From an optimization exercise on the open Yosys and OpenROAD flow, aimed at small area; shortcuts taken in it are not production practice. Function was checked by simulation only, so behaviour that the tests miss may differ from the original.

===== design/flow/run.sh =====
#!/bin/bash
# synth_recipe.tcl (not shown) runs the flow's synth.tcl, then flattens the netlist and writes it again
# the make line also repeats each setting of config.mk as NAME=value (left out here)
make -C /OpenROAD-flow-scripts/flow DESIGN_CONFIG=/design/flow/config.mk WORK_HOME=/design/flow/orfs CLKGATE_MAP_FILE= SYNTH_SCRIPT=/design/flow/synth_recipe.tcl finish

===== design/flow/config.mk =====
export PLATFORM = sky130hd
export DESIGN_NAME = CORDIC_Sin
export DESIGN_NICKNAME = CORDIC_Sin
export VERILOG_FILES = /design/flow/design.v
export SDC_FILE = /design/flow/constraint.sdc
export NUM_CORES = 4
export LEC_CHECK = 0
export CAP_MARGIN = 20
export CORE_MARGIN = 2
export CORE_UTILIZATION = 45
export SLEW_MARGIN = 20

===== design/flow/constraint.sdc =====
create_clock -name core_clock -period 7.0 [get_ports {clk}]
set_input_delay 1.4000 -clock core_clock [delete_from_list [all_inputs] [get_ports {clk}]]
set_output_delay 1.4000 -clock core_clock [all_outputs]
set_load 0.01 [all_outputs]

===== design/flow/design.v =====
`timescale 1ns / 1ps
module CORDIC_Sin(
    output [15:0] X0,
    output [15:0] Y0,
    output [15:0] Z0,
    input [15:0] Xin,
    input [15:0] Yin,
    input [15:0] Zin,
    input clk
);
    wire signed [15:0] x_reg [15:0];
    wire signed [15:0] y_reg [15:0];
    wire signed [15:0] z_reg [15:0];
    wire [15:0] x_reg_sh [15:0];
    wire [15:0] y_reg_sh [15:0];
    wire [15:0] sum_x [15:0];
    wire [15:0] sum_y [15:0];
    wire [15:0] sum_z [15:0];
    wire [15:0] z_co;
    wire [15:0] alpha[15:0];
    assign alpha[0]  = 16'h1921;    
    assign alpha[1]  = 16'h0ed6;    
    assign alpha[2]  = 16'h07d6;    
    assign alpha[3]  = 16'h03fa;    
    assign alpha[4]  = 16'h01ff;    
    assign alpha[5]  = 16'h00ff;    
    assign alpha[6]  = 16'h007f;    
    assign alpha[7]  = 16'h003f;    
    assign alpha[8]  = 16'h001f;    
    assign alpha[9]  = 16'h000f;    
    assign alpha[10] = 16'h0007;    
    assign alpha[11] = 16'h0003;    
    assign alpha[12] = 16'h0001;    
    assign alpha[13] = 16'h0001;    
    assign alpha[14] = 16'h0001;    
    assign alpha[15] = 16'h0000;    
    Register rx0(x_reg[0], Xin, clk);
    Register ry0(y_reg[0], Yin, clk);
    Register rz0(z_reg[0], Zin, clk);
    assign x_reg_sh[0] = x_reg[0] >>> 0;
    assign y_reg_sh[0] = y_reg[0] >>> 0;
    not n0(z_co[0], z_reg[0][15]);
    adder_sub ax0(sum_x[0], , x_reg[0], y_reg_sh[0], z_co[0]);
    adder_sub ay0(sum_y[0], , y_reg[0], x_reg_sh[0], z_reg[0][15]);
    adder_sub az0(sum_z[0], , z_reg[0], alpha[0], z_co[0]);
    genvar i;
    generate
        for(i = 1; i < 16; i = i + 1) begin : cordic_stages
            Register rx(x_reg[i], sum_x[i-1], clk);
            Register ry(y_reg[i], sum_y[i-1], clk);
            Register rz(z_reg[i], sum_z[i-1], clk);
            assign x_reg_sh[i] = x_reg[i] >>> i;
            assign y_reg_sh[i] = y_reg[i] >>> i;
            not zn(z_co[i], z_reg[i][15]);
            adder_sub ax(sum_x[i], , x_reg[i], y_reg_sh[i], z_co[i]);
            adder_sub ay(sum_y[i], , y_reg[i], x_reg_sh[i], z_reg[i][15]);
            adder_sub az(sum_z[i], , z_reg[i], alpha[i], z_co[i]);
        end
    endgenerate
    Register rx16(X0, sum_x[15], clk);
    Register ry16(Y0, sum_y[15], clk);
    Register rz16(Z0, sum_z[15], clk);
endmodule
module Register(
    output reg [15:0] x0,
    input [15:0]      xin,
    input             clk
);
    always @(posedge clk) begin
        x0 <= xin;
    end
endmodule
module adder_sub(
    output [15:0] sum,
    output        carry,
    input  [15:0] A,
    input  [15:0] B,
    input         cin
);
    wire [15:0] b;
    xor x0(b[0], B[0], cin);
    xor x1(b[1], B[1], cin);
    xor x2(b[2], B[2], cin);
    xor x3(b[3], B[3], cin);
    xor x4(b[4], B[4], cin);
    xor x5(b[5], B[5], cin);
    xor x6(b[6], B[6], cin);
    xor x7(b[7], B[7], cin);
    xor x8(b[8], B[8], cin);
    xor x9(b[9], B[9], cin);
    xor x10(b[10], B[10], cin);
    xor x11(b[11], B[11], cin);
    xor x12(b[12], B[12], cin);
    xor x13(b[13], B[13], cin);
    xor x14(b[14], B[14], cin);
    xor x15(b[15], B[15], cin);
    assign {carry, sum} = A + b + cin;
endmodule

==> results of run 1 <==
==> metal layers <==
layer | vias up | track usage
li1 | 18944 | -
met1 | 16363 | 0.2208
met2 | 404 | 0.3044
met3 | 150 | 0.02301
met4 | 0 | 0.06259
met5 | - | 0
==> worst paths after layout <==
path | from | end | slack (ps) | cells after the start
worst max-delay path | rz0.x0[15] | cordic_stages[1].rz.x0[14] | 3030 | 13
worst min-delay path | cordic_stages[12].rx.x0[0] | cordic_stages[13].rx.x0[0] | 440 | 1
worst min register to register | cordic_stages[12].rx.x0[0] | cordic_stages[13].rx.x0[0] | 440 | 1
worst max register to register | rz0.x0[15] | cordic_stages[1].rz.x0[14] | 3030 | 13
==> area by class of cell <==
type                    instances  share of cell area
multi-input cells            4162              0.5803
flip-flops and latches        816              0.2921
clock buffers                 130             0.04879
well taps                    1476             0.03301
repair buffers                114             0.01959
clock inverters                46             0.01326
inverters                     194             0.01301
==> flip-flops by register name (all words and copies together), names as in the netlist <==
register,flops
cordic_stages.rx.x0,240
cordic_stages.ry.x0,240
cordic_stages.rz.x0,240
rx0.x0,16
rx16.x0,16
ry0.x0,16
ry16.x0,16
rz0.x0,16
rz16.x0,16
==> cells in the mapped netlist, types with 17 or more instances <==
library cell	instances
sky130_fd_sc_hd__nor2_1	301
sky130_fd_sc_hd__a31oi_1	40
sky130_fd_sc_hd__nand2b_1	87
sky130_fd_sc_hd__a211oi_1	36
sky130_fd_sc_hd__nand3_1	76
sky130_fd_sc_hd__o31ai_1	30
sky130_fd_sc_hd__clkbuf_1	17
sky130_fd_sc_hd__ha_1	747
sky130_fd_sc_hd__nor3_1	66
sky130_fd_sc_hd__xnor2_1	535
sky130_fd_sc_hd__fa_1	46
sky130_fd_sc_hd__nor2b_1	81
sky130_fd_sc_hd__o21a_1	82
sky130_fd_sc_hd__o211ai_1	25
sky130_fd_sc_hd__and2_1	48
sky130_fd_sc_hd__o21ai_0	162
sky130_fd_sc_hd__inv_1	194
sky130_fd_sc_hd__o21ai_1	96
sky130_fd_sc_hd__nand2_1	225
sky130_fd_sc_hd__and3_1	28
sky130_fd_sc_hd__or2_2	23
sky130_fd_sc_hd__a21oi_1	485
sky130_fd_sc_hd__a311oi_1	17
sky130_fd_sc_hd__o21bai_1	75
sky130_fd_sc_hd__nand4_1	41
sky130_fd_sc_hd__xor2_1	365
sky130_fd_sc_hd__a21o_1	201
sky130_fd_sc_hd__dfxtp_1	816
==> critical path, delay by kind of cell (launching register included) <==
family	cells	cell delay [ps]
DFF	1	310
buffers and inverters	2	850
xor gates and xnor gates	1	130
AOI/OAI and AO/OA	7	1580
adders and majority gates	2	740
and+or+nand+nor	1	300
==> kinds of logic after synthesis <==
logic type	after synthesis	synth area share
xor+xnor	900	0.1586
compound gates	1438	0.1858
mux	16	0.003549
simple gates	1015	0.09860
fa+ha+maj	793	0.2066
buf+inv	235	0.01825
flops	816	0.3287
==> stage by stage <==
step                      instances  setup slack [ps]  instance area (um2)
after floorplan                5213              3255                49700
after global placement         6762              3095                52470
after detailed placement       6762              3050                52470
after CTS                      6938              3034                55950
after global routing           6938              2724                55950
final                          6938              3030                55950
==> results.txt, run 1 <==
Drt
The detailed router finished its first iteration with 1,327 violations. In the routed layout, each cell is associated on average with a via count of 5.169. The number of remaining DRC errors is 0.

The average wire length per cell after detail routing is 14.38 um. The met2 wirelength from detailed routing is 47.00 mm. The highest layer touched by signal routing is met4. Summed over all nets, wire length on met3 after detailed routing comes to 2.656 mm. The pre-antenna-repair detailed-routing pass consisted of 5 iterations.

The number of nets still failing antenna checks after routing is 0. The detailed router put a total of 46.89 mm of wire on met1. The routed layout has 35,861 vias. Wires add up to 99.74 mm.

Worst setup path
The data arrival time of the critical path is 4580 ps. The worst setup path is launched from a flip-flop. STA classifies the critical path endpoint as a flip-flop. The slowest stage of the critical path belongs to the cell sky130_fd_sc_hd__o31ai_1.

The required time at the worst-slack endpoint is 7610 ps. The biggest fanout along the worst timing path is 37. The critical setup path kind is flip-flop to flip-flop. The critical path's largest stage delay is 470 ps. Walking the worst path, the cells encountered are buf_4 > inv_1 > ha_1 > or2_2 > fa_1 > a21o_1 > a21oi_1 > o21bai_1 > o31ai_1 > o211ai_1 > a21o_1 > a21oi_1 > xnor2_1.

Status
The run finished with no timing, DRC or antenna violations.

Floorplanning
The floorplan die height is 336.3 um. The die extent in x is 336.3 um. The number of ports placed on the die boundary is 97.

The standard-cell row count is 121. The die covers 0.1131 mm2. The starting utilization of the core area is 0.4553. The region available for standard cell placement spans 0.1092 mm2.

Placement
The HPWL after detailed placement is 79.58 mm. The count of buffers from port buffering is 96. The last weighted congestion value of the routability-driven placer is 0.8443.

STA
The final-layout setup total negative slack is 0 ps. Setup repair after global routing left no endpoint under its margin. The final-report hold violation count was 0. Setup violations remaining at the end of the flow were counted as 0. Headroom to the max-slew limit came out at 0.3583. The worst-case clock skew is 42.44 ps.

The final critical delay including setup and external delays is 3970 ps. The number of max-slew violations in the final report is 0. The worst hold slack is 438.6 ps. Of the available clock period, the critical path in the final layout requires 0.5672.

The maximum clock frequency is 0.2519 GHz. The actual slew at the worst max-slew pin is 955.7 ps.

Clocking
The latest clock arrival within the worst-skew pair is 680 ps. The TritonCTS clock tree is yes. After clock tree synthesis, the flow added hold-fix buffers numbering 0. TritonCTS created 94 clock buffers. After clock tree synthesis, the clock-pin slew on the worst setup and hold paths is 60 ps. The clock passes through at most 3 buffers. Clock tree synthesis selected as its root buffer the cell sky130_fd_sc_hd__clkbuf_16.

For this design, the sink count on the clock tree is 816. The number of gates resized after CTS was 0. The post-CTS setup-driven buffer insertion count is 0. The H-tree was split into 3 levels.

Synthesis
The proportion of synthesized flip-flops having asynchronous set or reset is 0. For this run, the leading register cell type out of synthesis is sky130_fd_sc_hd__dfxtp_1. The distinct cell type count after synthesis is 79. The share of the Yosys chip area taken by registers is 0.3287. The proportion of netlist area held by the largest area contributor is 0.3287.

The mapped netlist covers 0.04970 mm2. Yosys printed 2 warnings. After synthesis, the cell types taking the most area are sky130_fd_sc_hd__dfxtp_1 33%, sky130_fd_sc_hd__ha_1 19%, sky130_fd_sc_hd__xnor2_1 9.4%. In this run, synthesis inferred 0 flip-flops with an integrated enable. The synthesized design contains 816 register bits. The largest total area in the synthesized netlist belongs to sky130_fd_sc_hd__dfxtp_1. The synthesized instance count is 5,213.

After synthesis, the mean cell area works out to 9.535 um2. When the netlist entered floorplanning its net count stood at 6,055.

Hold path
The min-delay analysis places its worst path in the category flip-flop to flip-flop.

Final layout
In the layout the commonest cells are 811 x sky130_fd_sc_hd__dfxtp_1, 747 x sky130_fd_sc_hd__ha_1, 534 x sky130_fd_sc_hd__xnor2_1. The library cell used most frequently in the layout, excluding fill and tap cells, is sky130_fd_sc_hd__dfxtp_1. The layout-stage area growth over the synthesis result is 12.57%. The share of layout cells above drive strength 1 is 0.04632. The antenna diode count is 0.

The net count of the finished layout is 6,224. The share of the core filled with cells is 0.5126. In the final layout, flip-flops and latches occupy 0.01634 mm2.

Summing all multi-input logic gate instances after layout gives 0.03247 mm2. The layout has 10,134 filler cells.

GRT
The maximum number of pins on one net before global-route repair is 41. The initial antenna violation count was 0. The number of global-route vias before repair was 34,686. The overall fraction of global-route tracks in use is 0.1750. The first global-routing pass estimated 166.1 mm of wire. The total global routing overflow is 0.

Job
The tool flagged a number of max-cap violations equal to 0.
==> inputs of run 2 (changes only) <==
==> design/flow/design.v (replaced) <==
`timescale 1ns / 1ps
module CORDIC_Sin(
    output [15:0] X0,
    output [15:0] Y0,
    output [15:0] Z0,
    input [15:0] Xin,
    input [15:0] Yin,
    input [15:0] Zin,
    input clk
);
    wire [15:0] alpha [15:0];
    assign alpha[0]  = 16'h1921;
    assign alpha[1]  = 16'h0ed6;
    assign alpha[2]  = 16'h07d6;
    assign alpha[3]  = 16'h03fa;
    assign alpha[4]  = 16'h01ff;
    assign alpha[5]  = 16'h00ff;
    assign alpha[6]  = 16'h007f;
    assign alpha[7]  = 16'h003f;
    assign alpha[8]  = 16'h001f;
    assign alpha[9]  = 16'h000f;
    assign alpha[10] = 16'h0007;
    assign alpha[11] = 16'h0003;
    assign alpha[12] = 16'h0001;
    assign alpha[13] = 16'h0001;
    assign alpha[14] = 16'h0001;
    assign alpha[15] = 16'h0000;
    reg  [15:0] x_reg [16:0];
    reg  [15:0] y_reg [16:0];
    reg  [15:0] z_reg [16:0];
    wire [15:0] sum_x [15:0];
    wire [15:0] sum_y [15:0];
    wire [15:0] sum_z [15:0];
    always @(posedge clk) begin
        x_reg[0] <= Xin;
        y_reg[0] <= Yin;
        z_reg[0] <= Zin;
    end
    genvar i;
    generate
        for (i = 0; i < 16; i = i + 1) begin : st
            wire        neg = z_reg[i][15];    
            wire        pos = ~neg;
            wire [31:0] xe = {{16{x_reg[i][15]}}, x_reg[i]};
            wire [31:0] ye = {{16{y_reg[i][15]}}, y_reg[i]};
            wire [15:0] xs = xe[i+15:i];         
            wire [15:0] ys = ye[i+15:i];         
            rca16 ax(.s(sum_x[i]), .a(x_reg[i]), .b(ys ^ {16{pos}}), .ci(pos));
            rca16 ay(.s(sum_y[i]), .a(y_reg[i]), .b(xs ^ {16{neg}}), .ci(neg));
            if (i < 15) begin : zs
                rca16 az(.s(sum_z[i]), .a(z_reg[i]), .b(alpha[i] ^ {16{pos}}), .ci(pos));
            end else begin : zp
                assign sum_z[i] = z_reg[i];
            end
            always @(posedge clk) begin
                x_reg[i+1] <= sum_x[i];
                y_reg[i+1] <= sum_y[i];
                z_reg[i+1] <= sum_z[i];
            end
        end
    endgenerate
    assign X0 = x_reg[16];
    assign Y0 = y_reg[16];
    assign Z0 = z_reg[16];
endmodule
module rca16(
    output [15:0] s,
    input  [15:0] a,
    input  [15:0] b,
    input         ci
);
    wire [16:0] c;
    assign c[0] = ci;
    genvar j;
    generate
        for (j = 0; j < 16; j = j + 1) begin : b_
            fa f(.s(s[j]), .co(c[j+1]), .a(a[j]), .b(b[j]), .ci(c[j]));
        end
    endgenerate
endmodule
module fa(
    output s,
    output co,
    input  a,
    input  b,
    input  ci
);
    assign s  = a ^ b ^ ci;
    assign co = (a & b) | (ci & (a ^ b));
endmodule
--- a/design/flow/config.mk
+++ b/design/flow/config.mk
@@ -11 +11,3 @@
 export SLEW_MARGIN = 20
+export SYNTH_HIERARCHICAL = 1
+export SYNTH_MINIMUM_KEEP_SIZE = 0
==> run 2 against run 1 <==
Via count is 62% lower; first-iteration DRC count down 74%; cell count fell by 54%; die area down 31%; fmax shrank 42%; worst hold slack worse by 110 ps; utilization is 2.8 points higher; synthesized area decreased by 31%; sequential share of layout area rose by 11 points; non-clock buffer count increased by 84; critical path type unchanged; critical endpoint is now y_reg[7][15]; largest cell class unchanged.
==> results.txt, run 2 <==
Status
The flow ran to the end and the layout has no timing, DRC or antenna violations.

Clocking
The clock root buffer is sky130_fd_sc_hd__clkbuf_16. After clock tree synthesis, the clock-pin slew on the worst setup and hold paths is 60 ps. The worst-case clock buffer depth is 3. The count of H-tree levels built during CTS is 3.

The clock reaches the later pin of the worst-skew pair after 630 ps. The number of clock buffers added by TritonCTS is 86. The tree built by TritonCTS fans out to 816 sinks. TritonCTS built the clock tree. In this run, post-CTS hold repair placed 0 buffers.

Placement
In this run the tool buffered the top-level ports with 96 buffer cells. Routability-driven placement finished with a final weighted congestion of 0.7690. OpenSTA, run right after detailed placement, puts the worst setup slack at -185.2 ps. Counting tap cells, the placed design contains a total of 3,015 instances. The half-perimeter wire length of the detailed placement result is 38.45 mm. Summing all placed instances gives a cell area of 0.03742 mm2.

Worst setup path
The data arrival time of the critical path is 7340 ps. The critical setup path kind is flip-flop to flip-flop. The biggest fanout along the worst timing path is 5. The kind of launch point of the worst setup path is a flip-flop. The required time at the worst-slack endpoint is 7500 ps. The nature of the critical path endpoint is a flip-flop.

Final layout
The layout-stage area growth over the synthesis result is 19.58%. The top cell types in the final layout, fill and taps aside, are 794 x sky130_fd_sc_hd__dfxtp_1, 377 x sky130_fd_sc_hd__fa_1, 375 x sky130_fd_sc_hd__fa_2. Measured on the finished design, the core utilization comes to 0.5403. The post-route non-filler standard cell count is 3,188. For this run, the post-layout net count is 2,943.

After routing the design area is 0.04083 mm2. The library cell used most frequently in the layout, excluding fill and tap cells, is sky130_fd_sc_hd__dfxtp_1. 0 antenna diodes ended up in the layout. The share of layout cells above drive strength 1 is 0.2968.

Floorplanning
The die is 279.5 um tall. For this design the top-level I/O count stands at 97. The placeable core region is 0.07557 mm2. The area enclosed by the die boundary is 0.07810 mm2. The die extent in x is 279.5 um. For this configuration, the core starts out at a cell density of 0.4519. In this run the core area contains 101 standard-cell rows.

STA
The maximum clock frequency is 0.1462 GHz. The worst-case clock skew is 32.89 ps. The worst setup slack after layout is 159.9 ps.

The worst path in the final design needs a cycle of 6840 ps, including I/O delays and setup. The actual slew at the worst max-slew pin is 987.6 ps. The final-report hold violation count was 0. Of the available clock period, the critical path in the final layout requires 0.9772.

Measured against its own limit, the worst slew margin works out to 0.3369. Setup violations remaining at the end of the flow were counted as 0. The number of max-slew violations in the final report is 0.

GRT
The first-pass GRT wire length is 83.77 mm. The total overflow left after global routing is 0. For met2 alone, demand over resource in global routing was 0.2842. The number of global-route vias before repair was 17,202. The met3 usage is 0.02786. In the global route stage, met1 resource usage came out at 0.1296. For this run, the total global-route usage over all layers was measured as 0.1366. The initial antenna violation count is 0. The maximum number of pins on one net before global-route repair is 30. The global routing stage identified its most utilized layer as met2.

Synthesis
Counting every net in the synthesized netlist gives 2,692. After synthesis, the mean cell area works out to 18.06 um2. In the synthesized netlist, the cells that appear most often are 816 x sky130_fd_sc_hd__dfxtp_1, 752 x sky130_fd_sc_hd__fa_1, 136 x sky130_fd_sc_hd__xnor2_1, 136 x sky130_fd_sc_hd__xor2_1, 18 x sky130_fd_sc_hd__buf_6. The proportion of synthesized flip-flops having asynchronous set or reset is 0.

By area the synthesized netlist is led by sky130_fd_sc_hd__dfxtp_1 48%, sky130_fd_sc_hd__fa_1 44%, sky130_fd_sc_hd__xnor2_1 3.5%. The register bit count reported by yosys is 816. After synthesis the cells add up to 0.03415 mm2.

The distinct cell type count after synthesis is 9. The cell accounting for the most synthesized area is sky130_fd_sc_hd__dfxtp_1. The number of enable flip-flop cells after synthesis is 0. The main flop type after synthesis is sky130_fd_sc_hd__dfxtp_1. Among all cell types in the netlist, the one instantiated most often is sky130_fd_sc_hd__dfxtp_1.

The proportion of netlist area held by the largest area contributor is 0.4784. Synthesis produced 1,891 cells. The share of the Yosys chip area taken by registers is 0.4784. During synthesis, Yosys emitted a total of 13 warnings.

Drt
For this block, the via count after detailed routing is 13,658. The average wire length per cell after detail routing is 15.00 um. In the routed design, unresolved DRC markers number 0.

After the first detailed-routing iteration, the DRC count stood at 340. After detailed routing, the total wire length is 47.81 mm. The first TritonRoute pass finished after 4 iterations. In the routed layout, each cell is associated on average with a via count of 4.284.

The number of nets still failing antenna checks after routing is 0.

Hold path
The path class of the tightest hold or removal check is flip-flop to flip-flop.

Job
Across the run, the number of max-cap violations was 0.
-- run 2: worst paths after layout --
kind | depth (start not counted) | slack (ps) | from | endpoint
setup / recovery | 17 | 160 | z_reg[6][15] | y_reg[7][15]
hold reg to reg | 0 | 320 | z_reg[15][12] | z_reg[16][12]
setup reg to reg | 17 | 160 | z_reg[6][15] | y_reg[7][15]
hold / removal | 0 | 320 | z_reg[15][12] | z_reg[16][12]
-- run 2: timing repair --
item,CTS,global route
setup buffers,6,11
pin swaps,4,8
resized for setup,55,126
endpoints found under the setup margin,23,38
-- run 2: final cells by class --
| cell class | instances | area [um2] |
|---|---|---|
| Inverter | 16 | 116.4 |
| Timing Repair Buffer | 198 | 1785 |
| Clock buffer | 128 | 2481 |
| Clock inverter | 28 | 336.6 |
| Multi-Input combinational cell | 1024 | 18490 |
| Sequential cell | 816 | 16400 |
| Tap cell | 978 | 1224 |
| Fill cell | 5943 | 34740 |
-- run 2: modules after synthesis, one instance, submodules excluded, excerpt --
| module | cells | times used | flops+latches | cell area [um2] |
|---|---|---|---|---|
| CORDIC_Sin | 1139 | 1 | 816 | 19090 |
| fa | 1 | 752 | 0 | 20.02 |
-- run 2: logic make-up (layout without fill, tap and decap cells) --
group                    Yosys count  after routing  share of synthesized area
adder cells (fa/ha/maj)          752            752                     0.4409
buffers and inverters             51            370                    0.01099
XOR/XNOR                         272            272                    0.06976
flip-flops                       816            816                     0.4784
-- run 2: per-layer routing --
metal  share of wire  up-vias
li1                -     6221
met1            0.32     7157
met3           0.037       92
met4           0.026        0
met5               0        -
met2            0.62      188
-- run 2: critical path: stages, from the launching register on --
cell and delay (ps):
sky130_fd_sc_hd__dfxtp_4 380, sky130_fd_sc_hd__xor2_1 180, sky130_fd_sc_hd__fa_1 420, sky130_fd_sc_hd__fa_1 410, sky130_fd_sc_hd__fa_2 370, sky130_fd_sc_hd__fa_1 390, sky130_fd_sc_hd__fa_1 390, sky130_fd_sc_hd__fa_1 390
sky130_fd_sc_hd__fa_1 390, sky130_fd_sc_hd__fa_1 390, sky130_fd_sc_hd__fa_1 420, sky130_fd_sc_hd__fa_1 400, sky130_fd_sc_hd__fa_1 390, sky130_fd_sc_hd__fa_2 360, sky130_fd_sc_hd__fa_2 350, sky130_fd_sc_hd__fa_2 350
sky130_fd_sc_hd__fa_2 340, sky130_fd_sc_hd__fa_1 420
-- run 2: stage by stage --
step	hold slack, ps	TNS (ps)
after global placement	313.0	-902.3
after floorplan	309.6	-4752
after detailed placement	313.2	-1793
after CTS	324.9	-73.75
final	323.7	0
after global routing	332.3	-10.56
==> inputs of run 3 (changes only) <==
==> design/flow/flow/run.sh (new file) <==
#!/bin/bash
# Standard ORFS layout with a leaner clock tree (no dummy loads), minimum-size
# port buffers and power recovery (downsizing of gates off the critical paths).
set -euo pipefail
export CTS_ARGS="-sink_clustering_enable -repair_clock_nets -dont_use_dummy_load"
export BUFFER_PORTS_ARGS="-buffer_cell sky130_fd_sc_hd__buf_1"
export RECOVER_POWER=100
bash standard.sh > standard.log 2>&1
==> design/flow/standard.sh (new file) <==
#!/bin/bash
# synth_recipe.tcl (not shown) runs the flow's synth.tcl, then flattens the netlist and writes it again
# the make line also repeats each setting of config.mk as NAME=value (left out here)
make -C /OpenROAD-flow-scripts/flow DESIGN_CONFIG=/design/flow/config.mk WORK_HOME=/design/flow/orfs CLKGATE_MAP_FILE= SYNTH_SCRIPT=/design/flow/synth_recipe.tcl "${@:-finish}"
removed: design/flow/run.sh
==> run 3 against run 2 <==
Synthesized cell count stayed put; flip-flop and latch count stayed put; non-clock buffer count is 1 lower; highest routed layer unchanged; first-iteration DRC count is 4.7% lower.
==> results.txt, run 3 <==
Worst setup path
By startpoint and endpoint, the worst setup path is classified as flip-flop to flip-flop. The end of the worst register-to-register path is y_reg[9][15]. STA puts the critical path data arrival time at 7350 ps. The biggest fanout along the worst timing path is 5. The kind of launch point of the worst setup path is a flip-flop. The worst register-to-register path has a setup slack of 130 ps.

STA classifies the critical path endpoint as a flip-flop. The launch point of the worst path is z_reg[8][15]. The required time at the worst-slack endpoint is 7480 ps. Counting cells, the worst reg-to-reg path comes to 17. In this run the critical register-to-register path is launched from z_reg[8][15].

STA
On the final layout, the worst clock skew is 59.17 ps. On the final layout, the worst hold slack is 324.3 ps. The final-layout setup total negative slack is 0 ps. The worst slew slack as a fraction of its limit is 0.3268. The final-report hold violation count is 0. Of the available clock period, the critical path in the final layout requires 0.9810.

The number of max-slew violations in the final report is 0. Derived from the worst setup path, the maximum achievable clock frequency is 0.1456 GHz. Setup violations remaining at the end of the flow were counted as 0. The final critical delay including setup and external delays is 6867 ps. The actual slew at the worst max-slew pin is 1003 ps.

Floorplanning
The number of ports placed on the die boundary is 97. The floorplan has 101 rows. The floorplan step defined a die boundary enclosing 0.07810 mm2.

From bottom edge to top edge, the die measures 279.5 um. The die extent in x is 279.5 um. For this configuration, the core starts out at a cell density of 0.4519. The placeable core region is 0.07557 mm2.

Drt
The detailed router placed 13,449 vias in this run. For this block, the initial DRC count from the detailed router was 324. The ratio of routed vias to standard cells is 4.312. For this run, design rule violations remaining after detail routing come to 0. The routed wire length is 46.33 mm. Dividing the detail-routed wire length by the instance count gives 14.86 um. The number of nets still failing antenna checks after routing is 0.

The first-pass iteration count of the detailed router is 4.

Synthesis
The cell area after technology mapping is 0.03415 mm2. By count the netlist is led by 816 x sky130_fd_sc_hd__dfxtp_1, 752 x sky130_fd_sc_hd__fa_1, 136 x sky130_fd_sc_hd__xnor2_1, 136 x sky130_fd_sc_hd__xor2_1, 18 x sky130_fd_sc_hd__buf_6. The most instantiated library cell after synthesis is sky130_fd_sc_hd__dfxtp_1. Yosys mapped a number of flops with a built-in enable equal to 0. For this run, the register share of the synthesized area comes to 0.4784. The main flop type after synthesis is sky130_fd_sc_hd__dfxtp_1. The average footprint of a synthesized cell is 18.06 um2.

The number of nets produced by synthesis is 2,692. Counting flops with an async set or reset pin after synthesis yields a share of 0. By area the synthesized netlist is led by sky130_fd_sc_hd__dfxtp_1 48%, sky130_fd_sc_hd__fa_1 44%, sky130_fd_sc_hd__xnor2_1 3.5%.

The synthesized design contains 816 register bits. The number of warnings issued by yosys is 13. The proportion of netlist area held by the largest area contributor is 0.4784.

The distinct cell type count after synthesis is 9. The cell accounting for the most synthesized area is sky130_fd_sc_hd__dfxtp_1. The synthesized instance count is 1,891.

Clocking
The number of buffers added by the clock tree synthesis step is 88. The number of sinks driven by the clock tree is 816. The TritonCTS clock tree is yes. Clock-pin slew was measured on the worst setup and hold paths at 60 ps. CTS placed an instance of sky130_fd_sc_hd__clkbuf_16 at the clock tree root.

The worst-case clock buffer depth is 3. The count of H-tree levels built during CTS is 3. The clock reaches the later pin of the worst-skew pair after 610 ps.

GRT
The total global routing overflow is 0. The number of global-route vias before repair is 16,758. For this run, the total global-route usage over all layers was measured as 0.1322. The initial antenna violation count was 0.

Entering global routing, the biggest net connects 30 pins. The first-pass GRT wire length is 81.48 mm.

Status
The flow ran to the end and the layout has no timing, DRC or antenna violations.

Final layout
The area of all placed cells without fillers is 0.03955 mm2. Leaving out fill and tap cells, the most frequent cells in the layout are 796 x sky130_fd_sc_hd__dfxtp_1, 382 x sky130_fd_sc_hd__fa_1, 370 x sky130_fd_sc_hd__fa_2. Relative to the synthesized area, the layout overhead comes to 15.83%. The repair_antennas step left the layout with diodes totalling 0. The most common cell after layout, fill and taps aside is sky130_fd_sc_hd__dfxtp_1. The share of layout cells above drive strength 1 is 0.2798. After the last flow step, the layout net total stands at 2,944.

Hold path
The class of the worst hold path is flip-flop to flip-flop. The startpoint of the most critical hold path is z_reg[15][0]. Counting instances, the worst hold path has a depth of 0. The endpoint with the worst hold slack is z_reg[16][0].

Placement
The count of buffers from port buffering is 96. The post-detailed-placement cell area is 0.03687 mm2. After legalization and detailed placement, the total HPWL measured 37.81 mm. Routability-driven placement finished with a final weighted congestion of 0.7687.

Job
Max-cap violations in this run came to 0.
[run 3: cell families after synthesis]
logic type,Yosys count,share of synthesized area
buf+inv,51,0.01099
xor+xnor,272,0.06976
fa+ha+maj,752,0.4409
flops,816,0.4784
[run 3: worst max-delay path, cell delays in order, from the launching register on]
cell and delay (ps):
sky130_fd_sc_hd__dfxtp_4 370, sky130_fd_sc_hd__xor2_1 180, sky130_fd_sc_hd__fa_1 410, sky130_fd_sc_hd__fa_1 400
sky130_fd_sc_hd__fa_1 400, sky130_fd_sc_hd__fa_1 390, sky130_fd_sc_hd__fa_1 400, sky130_fd_sc_hd__fa_2 360
sky130_fd_sc_hd__fa_2 350, sky130_fd_sc_hd__fa_2 350, sky130_fd_sc_hd__fa_1 390, sky130_fd_sc_hd__fa_1 390
sky130_fd_sc_hd__fa_1 390, sky130_fd_sc_hd__fa_2 370, sky130_fd_sc_hd__fa_1 390, sky130_fd_sc_hd__fa_1 410
sky130_fd_sc_hd__fa_2 360, sky130_fd_sc_hd__fa_1 440
[run 3: Yosys stat by module, one instance, submodules excluded, a selection]
module,cells,cell area (um2),flip-flops and latches
CORDIC_Sin,1139,19090,816
fa,1,20.02,0
[run 3: area by class of cell]
cell class	instances	area (um2)
fill	6171	36020
multi-input combinational	1024	18440
sequential	816	16400
clock buffer	88	2202
tap	978	1224
timing repair buffer	197	1176
inverter	16	113.9
[run 3: how the worst max path moves through the flow]
stage,endpoint,slack (ps),depth (start not counted)
2_1_floorplan,z_reg[9][15],-370,19
3_3_place_gp,y_reg[13][15],-140,17
3_5_place_dp,y_reg[14][15],-250,17
4_1_cts,x_reg[13][15],0.5,17
5_1_grt,x_reg[3][15],-10,18
6_report,y_reg[9][15],130,17
[run 3: stage by stage]
step                utilization  setup WS [ps]  cells
floorplan                     -         -374.0   1891
global placement         0.4878         -135.3   3023
detailed placement       0.4878         -245.1   3023
CTS                      0.5196         0.4681   3115
global route             0.5234         -9.991   3119
finish                   0.5234          133.3   3119
[run 3: repair_timing]
action,4_1_cts,5_1_grt
gates cloned,0,0
setup endpoints to repair,25,36
pin swaps,2,7
hold buffers,0,0
resized for setup,63,121
buffers inserted,4,4
[run 3: metal layers]
| layer | track usage | up-vias | share of wire |
|---|---|---|---|
| li1 | - | 6152 | - |
| met1 | 0.1283 | 7009 | 0.33 |
| met2 | 0.2725 | 183 | 0.61 |
| met3 | 0.02419 | 105 | 0.032 |
| met4 | 0.04648 | 0 | 0.032 |
| met5 | 0 | - | 0 |
==> inputs of run 4 (changes only) <==
==> design/flow/design.v (replaced) <==
`timescale 1ns / 1ps
module CORDIC_Sin(
    output [15:0] X0,
    output [15:0] Y0,
    output [15:0] Z0,
    input [15:0] Xin,
    input [15:0] Yin,
    input [15:0] Zin,
    input clk
);
    localparam [255:0] ALPHA = {
        16'h0000, 16'h0001, 16'h0001, 16'h0001,
        16'h0003, 16'h0007, 16'h000f, 16'h001f,
        16'h003f, 16'h007f, 16'h00ff, 16'h01ff,
        16'h03fa, 16'h07d6, 16'h0ed6, 16'h1921
    };
    reg  [15:0] x_reg [16:0];
    reg  [15:0] y_reg [16:0];
    reg  [15:0] z_reg [16:0];
    wire [15:0] sum_x [15:0];
    wire [15:0] sum_y [15:0];
    wire [15:0] sum_z [15:0];
    always @(posedge clk) begin
        x_reg[0] <= Xin;
        y_reg[0] <= Yin;
        z_reg[0] <= Zin;
    end
    genvar i, j;
    generate
        for (i = 0; i < 16; i = i + 1) begin : st
            wire        neg = z_reg[i][15];    
            wire        pos = ~neg;
            wire [31:0] xe = {{16{x_reg[i][15]}}, x_reg[i]};
            wire [31:0] ye = {{16{y_reg[i][15]}}, y_reg[i]};
            wire [15:0] xs = xe[i+15:i];         
            wire [15:0] ys = ye[i+15:i];         
            wire cx1 = pos ? (x_reg[i][0] | ~ys[0]) : (x_reg[i][0] & ys[0]);
            assign sum_x[i][0] = x_reg[i][0] ^ ys[0];
            rca #(15) ax(.s(sum_x[i][15:1]), .a(x_reg[i][15:1]),
                         .b(ys[15:1] ^ {15{pos}}), .ci(cx1));
            wire cy1 = neg ? (y_reg[i][0] | ~xs[0]) : (y_reg[i][0] & xs[0]);
            assign sum_y[i][0] = y_reg[i][0] ^ xs[0];
            rca #(15) ay(.s(sum_y[i][15:1]), .a(y_reg[i][15:1]),
                         .b(xs[15:1] ^ {15{neg}}), .ci(cy1));
            localparam [15:0] A = ALPHA[16*i +: 16];
            localparam integer K = (A[0] ? 0 : A[1] ? 1 : A[2] ? 2 : 3);
            if (A == 16'h0000) begin : zp
                assign sum_z[i] = z_reg[i];
            end else begin : zs
                for (j = 0; j < K; j = j + 1) begin : lo
                    assign sum_z[i][j] = z_reg[i][j];
                end
                assign sum_z[i][K] = ~z_reg[i][K];
                rca #(15 - K) az(.s(sum_z[i][15:K+1]), .a(z_reg[i][15:K+1]),
                                 .b(A[15:K+1] ^ {(15-K){pos}}), .ci(z_reg[i][K]));
            end
            always @(posedge clk) begin
                x_reg[i+1] <= sum_x[i];
                y_reg[i+1] <= sum_y[i];
                z_reg[i+1] <= sum_z[i];
            end
        end
    endgenerate
    assign X0 = x_reg[16];
    assign Y0 = y_reg[16];
    assign Z0 = z_reg[16];
endmodule
module rca #(parameter W = 16) (
    output [W-1:0] s,
    input  [W-1:0] a,
    input  [W-1:0] b,
    input          ci
);
    wire [W-1:0] c;
    assign c[0] = ci;
    genvar j;
    generate
        for (j = 0; j < W - 1; j = j + 1) begin : b_
            fa f(.s(s[j]), .co(c[j+1]), .a(a[j]), .b(b[j]), .ci(c[j]));
        end
    endgenerate
    xor2 t0(.y(t), .a(a[W-1]), .b(b[W-1]));
    xor2 t1(.y(s[W-1]), .a(t), .b(c[W-1]));
endmodule
module fa(
    output s,
    output co,
    input  a,
    input  b,
    input  ci
);
    assign s  = a ^ b ^ ci;
    assign co = (a & b) | (ci & (a ^ b));
endmodule
module xor2(
    output y,
    input  a,
    input  b
);
    assign y = a ^ b;
endmodule
==> design/flow/flow/run.sh (replaced) <==
#!/bin/bash
# Standard ORFS layout with a leaner clock tree (larger sink clusters on
# clkbuf_8, no dummy loads), minimum-size port buffers and power recovery
# (downsizing of gates off the critical paths).
set -euo pipefail
export CTS_ARGS="-sink_clustering_enable -repair_clock_nets -dont_use_dummy_load -sink_clustering_size 16 -sink_clustering_max_diameter 80 -buf_list sky130_fd_sc_hd__clkbuf_8"
export BUFFER_PORTS_ARGS="-buffer_cell sky130_fd_sc_hd__buf_1"
export RECOVER_POWER=100
bash standard.sh > standard.log 2>&1
--- a/design/flow/config.mk
+++ b/design/flow/config.mk
@@ -9,3 +9,3 @@
 export CORE_MARGIN = 2
-export CORE_UTILIZATION = 45
+export CORE_UTILIZATION = 65
 export SLEW_MARGIN = 20
==> run 4 against run 3 <==
Die area down 32%; register-to-register slack better by 120 ps; utilization up 17 points; worst setup slack better by 120 ps; clock skew down 27 ps; global-route usage up 5.7 points; routed wire length down 2.7%; highest routed layer unchanged.
==> results.txt, run 4 <==
STA
In the finished design, the share of the clock period the worst path needs comes to 0.9635. The setup violation total in the final timing report is 0. The number of max-slew violations in the final report was 0. Based on the critical path, the design can be clocked at up to 0.1483 GHz. The worst slew slack as a fraction of its limit is 0.3871. The worst-case clock skew is 32.59 ps. The final-layout setup total negative slack is 0 ps. Setup repair after global routing left no endpoint under its margin. The final critical delay including setup and external delays is 6745 ps. The actual slew at the worst max-slew pin is 916.3 ps.

The final-report hold violation count was 0.

Final layout
The top cell types in the final layout, fill and taps aside, are 813 x sky130_fd_sc_hd__dfxtp_1, 655 x sky130_fd_sc_hd__fa_1, 243 x sky130_fd_sc_hd__xor2_1. The antenna diode count is 0. The number of nets in the finished design is 2,844. From synthesis to final layout, the design area changed by 6.274%. Of the cells placed in the final design, the portion with a size suffix greater than 1 is 0.05426. Leaving out fill and tap cells, the most frequent cell in the layout is sky130_fd_sc_hd__dfxtp_1. The total of fill cells in the finished design is 3,531.

Clocking
The number of sinks driven by the clock tree is 815. TritonCTS built the clock tree. The count of H-tree levels built during CTS is 2. Hold repair after CTS inserted 0 buffers.

Clock-pin slew was measured on the worst setup and hold paths at 90 ps. CTS placed an instance of sky130_fd_sc_hd__clkbuf_8 at the clock tree root. The latest clock arrival within the worst-skew pair is 670 ps. Buffers added to address setup during post-CTS repair amount to 0. The worst-case clock buffer depth is 3. Post-CTS repair changed the size of 0 cells. The number of buffers added by the clock tree synthesis step is 56.

Status
The run finished with no timing, DRC or antenna violations.

Worst setup path
Following the worst setup path forward leads to its endpoint at z_reg[5][15]. Counting cells, the worst reg-to-reg path comes to 16. The slack of the worst reg-to-reg path is 260 ps. STA classifies the critical path endpoint as a flip-flop. The critical path goes through clkbuf_1 > fa_1 > fa_1 > fa_1 > fa_1 > fa_1 > fa_1 > fa_1 > fa_1 > fa_1 > fa_1 > fa_1 > fa_1 > fa_1 > fa_1 > xor2_1.

Data on the critical path arrives at its endpoint at 7310 ps. The launch point of the worst path is z_reg[4][15]. The standard cell with the maximum stage delay on the critical path is sky130_fd_sc_hd__fa_1. The biggest fanout along the worst timing path is 8. The kind of launch point of the worst setup path is a flip-flop.

The critical path's largest stage delay is 500 ps. The critical setup path kind is flip-flop to flip-flop. The worst flop-to-flop path startpoint is z_reg[4][15]. The end of the worst register-to-register path is z_reg[5][15]. The cell that appears most often on the critical path is sky130_fd_sc_hd__fa_1. For the worst setup path, the data required time is 7560 ps.

Hold path
The class of the worst hold path is flip-flop to flip-flop. Counting instances, the worst hold path has a depth of 0.

Floorplanning
For this configuration, the core starts out at a cell density of 0.6533. The floorplan has 83 rows. The floorplan die height is 230.6 um. The placeable core region is 0.05109 mm2. In this run the horizontal extent of the chip is 230.6 um. The area enclosed by the die boundary is 0.05319 mm2. During I/O placement, the number of pins put on the boundary was 97.

Synthesis
The cell accounting for the most synthesized area is sky130_fd_sc_hd__dfxtp_1. The cell area after technology mapping is 0.03338 mm2. In this run the mean area of a mapped cell was 17.02 um2. The synthesized instance count is 1,961.

Synthesis inferred 815 register bits. Ranked by total cell area, the synthesized netlist is headed by sky130_fd_sc_hd__dfxtp_1 49%, sky130_fd_sc_hd__fa_1 39%, sky130_fd_sc_hd__xor2_1 6.5%. The number of warnings issued by yosys is 15. Of the post-synthesis cell area, the dominant cell type holds 0.4888. The synthesized netlist contains 14 unique library cells. The commonest cells after synthesis are 815 x sky130_fd_sc_hd__dfxtp_1, 655 x sky130_fd_sc_hd__fa_1, 246 x sky130_fd_sc_hd__xor2_1. The portion of the post-synthesis area used by sequential elements is 0.4888. For this run, asynchronously set or reset flops after synthesis account for 0. In the synthesized netlist the dominant register cell turns out to be sky130_fd_sc_hd__dfxtp_1. The number of nets in the synthesized netlist is 2,665. The most instantiated library cell after synthesis is sky130_fd_sc_hd__dfxtp_1. Counting flops with a built-in enable in the synthesized netlist gives 0.

Drt
The count of vias placed by the detailed router is 13,368. The average wire length per cell after detail routing is 15.99 um. The ratio of routed vias to standard cells is 4.744. The number of remaining DRC errors is 0.

The first-pass iteration count of the detailed router is 4. The initial DRC count is 328. Once detail routing completed, the nets flagged for antenna violations numbered 0. Wires add up to 45.07 mm.

Placement
The count of buffers from port buffering is 96. The half-perimeter wire length of the detailed placement result is 37.17 mm. Routability-driven placement finished with a final weighted congestion of 0.7774.

GRT
The number of global-route vias before repair is 16,044. Entering global routing, the biggest net connects 28 pins. Global routing finished with a remaining overflow of 0. The first global-routing pass estimated 78.12 mm of wire. The initial antenna violation count is 0. The overall fraction of global-route tracks in use is 0.1895.

Job
Max-cap violations in this run came to 0.
## run 4: per-module statistics from Yosys (local to each module, per instance), excerpt
module | flip-flops and latches | copies in the design
CORDIC_Sin | 815 | 1
xor2 | 0 | 94
fa | 0 | 655
## run 4: final cells by class
cell class                 instances  area [um2]  area share
multi-input combinational       1084       16670      0.4698
sequential                       815       16320      0.4600
tap                              680       850.8     0.02398
clock buffer                      56       770.7     0.02173
timing repair buffer             153       758.2     0.02137
inverter                          30       112.6    0.003174
## run 4: stage by stage
step	cells	setup WS (ps)	hold slack (ps)	area (um2)	util
6_report	2818	255.4	332.8	35480	0.6943
5_1_grt	2818	5.775	339.4	35480	0.6943
4_1_cts	2818	182.9	335.5	35520	0.6951
3_5_place_dp	2762	215.0	313.8	34750	0.6801
3_3_place_gp	2762	253.6	311.6	34750	0.6801
2_1_floorplan	1961	120.8	309.6	33380	-
## run 4: worst min path at each step
stage	start	end
after CTS	z_reg[15][5]	z_reg[16][5]
after global routing	z_reg[15][5]	z_reg[16][5]
after detailed placement	z_reg[15][5]	z_reg[16][5]
after global placement	z_reg[15][14]	z_reg[16][14]
final	z_reg[15][14]	z_reg[16][14]
after floorplan	z_reg[15][0]	z_reg[16][0]
## run 4: critical path, delay by kind of cell, from the launching register on
kind                     cells  cell delay (ps)
XOR/XNOR                     1              160
buffers and inverters        1              350
adder cells (fa/ha/maj)     14             5680
flip-flops                   1              440
## run 4: per-layer routing
metal / GRT usage / wire length [um]
met1: 0.1829 / 14430
met2: 0.4027 / 28230
met3: 0.03100 / 1372
met4: 0.04798 / 1032
met5: 0 / 0
## run 4: cell families (layout without fill, tap and decap cells)
kind of cell             count (synthesis)  after routing  synth area share
multiplexers                             1              1         0.0003373
AND/OR/NAND/NOR                         30             30          0.003373
XOR/XNOR                               367            367           0.09629
flip-flops                             815            815            0.4888
buffers and inverters                   62            239           0.01379
adder cells (fa/ha/maj)                655            655            0.3928
AO/OA/AOI/OAI                           31             31          0.004648
==> inputs of run 5 (changes only) <==
--- a/design/flow/flow/run.sh
+++ b/design/flow/flow/run.sh
@@ -5,3 +5,3 @@
 set -euo pipefail
-export CTS_ARGS="-sink_clustering_enable -repair_clock_nets -dont_use_dummy_load -sink_clustering_size 16 -sink_clustering_max_diameter 80 -buf_list sky130_fd_sc_hd__clkbuf_8"
+export CTS_ARGS="-sink_clustering_enable -repair_clock_nets -dont_use_dummy_load -sink_clustering_size 18 -sink_clustering_max_diameter 70 -buf_list sky130_fd_sc_hd__clkbuf_8"
 export BUFFER_PORTS_ARGS="-buffer_cell sky130_fd_sc_hd__buf_1"
==> run 5 against run 4 <==
Cell count decreased by 0.18%; sequential share of layout area up 0.091 points; final area shrank 0.19%; routed wire length down 0.16%; critical endpoint is now z_reg[6][15].
==> results.txt, run 5 <==
Synthesis
The number of warnings issued by yosys is 15. In this run the cell area of the synthesized design comes to 0.03338 mm2. The distinct cell type count after synthesis is 14.

In the synthesized netlist the async set-or-reset flop fraction comes to 0. By count the netlist is led by 815 x sky130_fd_sc_hd__dfxtp_1, 655 x sky130_fd_sc_hd__fa_1, 246 x sky130_fd_sc_hd__xor2_1. The number of nets in the synthesized netlist is 2,665.

By instance count, the leading cell after synthesis is sky130_fd_sc_hd__dfxtp_1. The register bit count reported by yosys is 815. The synthesized instance count is 1,961. For this run, the leading register cell type out of synthesis is sky130_fd_sc_hd__dfxtp_1. The cell accounting for the most synthesized area is sky130_fd_sc_hd__dfxtp_1. The share of synthesized area in the top cell type comes to 0.4888. Yosys mapped a number of flops with a built-in enable equal to 0. In the post-synthesis netlist, the biggest area contributors are sky130_fd_sc_hd__dfxtp_1 49%, sky130_fd_sc_hd__fa_1 39%, sky130_fd_sc_hd__xor2_1 6.5%. The portion of the post-synthesis area used by sequential elements is 0.4888. Each instance of the synthesized netlist takes up on average 17.02 um2.

Floorplanning
From bottom edge to top edge, the die measures 230.6 um. The floorplan has 83 rows. The placeable core region is 0.05109 mm2.

For this configuration, the core starts out at a cell density of 0.6533. The die extent in x is 230.6 um. The die covers 0.05319 mm2. The number of ports placed on the die boundary is 97.

Final layout
The library cells used most frequently in the layout, excluding fill and tap cells, are 812 x sky130_fd_sc_hd__dfxtp_1, 655 x sky130_fd_sc_hd__fa_1, 243 x sky130_fd_sc_hd__xor2_1. Of the cells placed in the final design, the portion with a size suffix greater than 1 is 0.05204. Leaving out fill and tap cells, the most frequent cell in the layout is sky130_fd_sc_hd__dfxtp_1. The repair_antennas step left the layout with diodes totalling 0. The post-route non-filler standard cell count is 2,813. The number of nets in the finished design is 2,839. The share of the core filled with cells is 0.6930. The layout-stage area growth over the synthesis result is 6.072%.

Drt
The number of nets still failing antenna checks after routing is 0. The first detailed-routing pass ran for 4 iterations. In the routed design, unresolved DRC markers number 0.

The initial DRC count is 302. In the final routed layout, each cell accounts on average for 16.00 um. The ratio of routed vias to standard cells is 4.743.

The count of vias placed by the detailed router is 13,342. The routed wire length is 45.00 mm.

STA
The final-report hold violation count was 0. At the pin with the least slew margin, the transition time is 911.3 ps. The final critical delay including setup and external delays is 6815 ps. Clock skew on the completed layout was measured at 75.71 ps. Setup repair after global routing could not meet its margin everywhere. For this run, the top clock speed supported by timing is 0.1467 GHz. The worst slew slack as a fraction of its limit is 0.3881.

The final period utilization is 0.9735. Setup violations remaining at the end of the flow were counted as 0. The number of max-slew violations in the final report is 0.

Worst setup path
The critical setup path kind is flip-flop to flip-flop. The most critical setup path has its startpoint at z_reg[5][15]. In this run the worst path has a maximum fanout of 8. The startpoint identified for the worst register-to-register timing path is z_reg[5][15]. Walking the worst path, the cells encountered are clkbuf_1 > fa_1 > fa_1 > fa_1 > fa_1 > fa_1 > fa_1 > fa_1 > fa_1 > fa_1 > fa_1 > fa_1 > fa_1 > fa_1 > fa_1 > xor2_1. The critical path's largest stage delay is 510 ps.

The most numerous cell on the critical path is sky130_fd_sc_hd__fa_1. The standard cell with the maximum stage delay on the critical path is sky130_fd_sc_hd__fa_1. The kind of launch point of the worst setup path is a flip-flop. For the worst setup path, the data required time is 7590 ps.

Data arrives at the worst endpoint at 7400 ps. The nature of the critical path endpoint is a flip-flop.

Clocking
The post-CTS setup-driven buffer insertion count is 0. The hold-fix buffer count after cts is 0. The number of sinks driven by the clock tree is 815. The number of instances resized during post-cts repair is 0.

The TritonCTS clock tree is yes. Clock-pin slew was measured on the worst setup and hold paths at 100 ps. The latest clock arrival within the worst-skew pair is 690 ps. The clock passes through at most 3 buffers. The count of H-tree levels built during CTS is 2.

The clock root buffer is sky130_fd_sc_hd__clkbuf_8. The number of buffers added by the clock tree synthesis step is 51.

Hold path
The worst hold path begins at z_reg[15][5]. The class of the worst hold path is flip-flop to flip-flop.

GRT
The met1 capacity usage during global routing is 0.1837. Entering global routing, the biggest net connects 28 pins. The most congested layer reported by global routing is met2. For this run, the total global-route usage over all layers was measured as 0.1895. For met2 alone, demand over resource in global routing was 0.4028. The met3 usage is 0.02656. The number of global-route vias before repair came to 15,985. After global routing the overflow that remains totals 0. The initial antenna violation count came to 0. The first global-routing pass estimated 78.00 mm of wire.

Placement
Detailed placement finished with a half-perimeter wire length of 37.17 mm. Buffers placed on the I/O ports in this run total 96. The last weighted congestion value of the routability-driven placer is 0.7774. Once placement completed, the tool counted placed cells totaling 2,762.

Job
The count of max-cap constraint violations is 0.

Status
The run finished with no timing, DRC or antenna violations.
run 5: cell counts after synthesis:
No cell type changed its count.
run 5: per-module statistics from Yosys (local to each module, per instance), excerpt:
module      area (um2)  flip-flops and latches
CORDIC_Sin       19450                     815
fa               20.02                       0
xor2             8.758                       0
run 5: final timing paths:
kind	to	slack, ps	cells past startpoint
max	z_reg[6][15]	190	16
min	z_reg[16][5]	330	0
max reg2reg	z_reg[6][15]	190	16
min reg2reg	z_reg[16][5]	330	0
run 5: layer usage:
metal | routed length (um) | part of all wire | vias up
met5 | 0 | 0 | -
met4 | 971 | 0.022 | 0
met3 | 1328 | 0.030 | 58
met2 | 28340 | 0.63 | 150
met1 | 14360 | 0.32 | 6899
li1 | - | - | 6235
run 5: kinds of logic after synthesis:
kind of cell,share of synthesized area
adders and majority gates,0.3928
xor gates and xnor gates,0.09629
and+or+nand+nor,0.003373
DFF,0.4888
AOI/OAI and AO/OA,0.004648
muxes,0.0003373
buffers and inverters,0.01379
run 5: final cells by class:
cell class / count / area (um2)
multi-input cells: 1084 / 16670
fillers: 3545 / 15690
flip-flops and latches: 815 / 16320
clock buffers: 51 / 701.9
inverters: 30 / 112.6
well taps: 680 / 850.8
repair buffers: 153 / 758.2
run 5: worst max-delay path: cells and delay by family, from the launching register on:
kind	cells	cell delay [ps]
XOR/XNOR	1	170
buffers and inverters	1	370
adder cells (fa/ha/maj)	14	5750
flip-flops	1	440
run 5: stage by stage:
step / TNS, ps / instance area [um2] / worst slack, ps / hold WS [ps]
after floorplan: 0 / 33380 / 120.8 / 309.6
after global placement: 0 / 34750 / 253.6 / 311.6
after global routing: -46.86 / 35410 / -27.91 / 341.7
after detailed placement: 0 / 34750 / 215.0 / 313.8
after CTS: 0 / 35450 / 111.4 / 337.3
final: 0 / 35410 / 185.3 / 334.1

static timing again, ports no longer ideal:
No port has a modelled driver above. Below, the same layouts with a new extraction and two added sets of constraints. Step 1 sets driving cells, clkbuf_16 on the clock port and buf_2 on the other inputs (assumed; they add their load-dependent delay and slew). Step 2 times the ports against the registers' clock, not the clock port: input delays grow and output delays shrink by t, the midpoint of the rising clock arrivals with the driver on. Slacks: ideal ports / drivers / drivers and shift; pairs: ideal ports / drivers.
run | t (ns) | slack for setup (ns) | hold slack, ns
run 1 | 0.728 | 3.030 / 3.030 / 3.030 | 0.439 / 0.439 / 0.439
run 2 | 0.678 | 0.160 / 0.160 / 0.160 | 0.324 / 0.324 / 0.324
run 3 | 0.641 | 0.133 / 0.133 / 0.133 | 0.324 / 0.324 / 0.324
run 4 | 0.710 | 0.255 / 0.255 / 0.255 | 0.333 / 0.333 / 0.333
run 5 | 0.711 | 0.185 / 0.185 / 0.185 | 0.334 / 0.334 / 0.334
After both steps setup and hold are still met in every run listed.
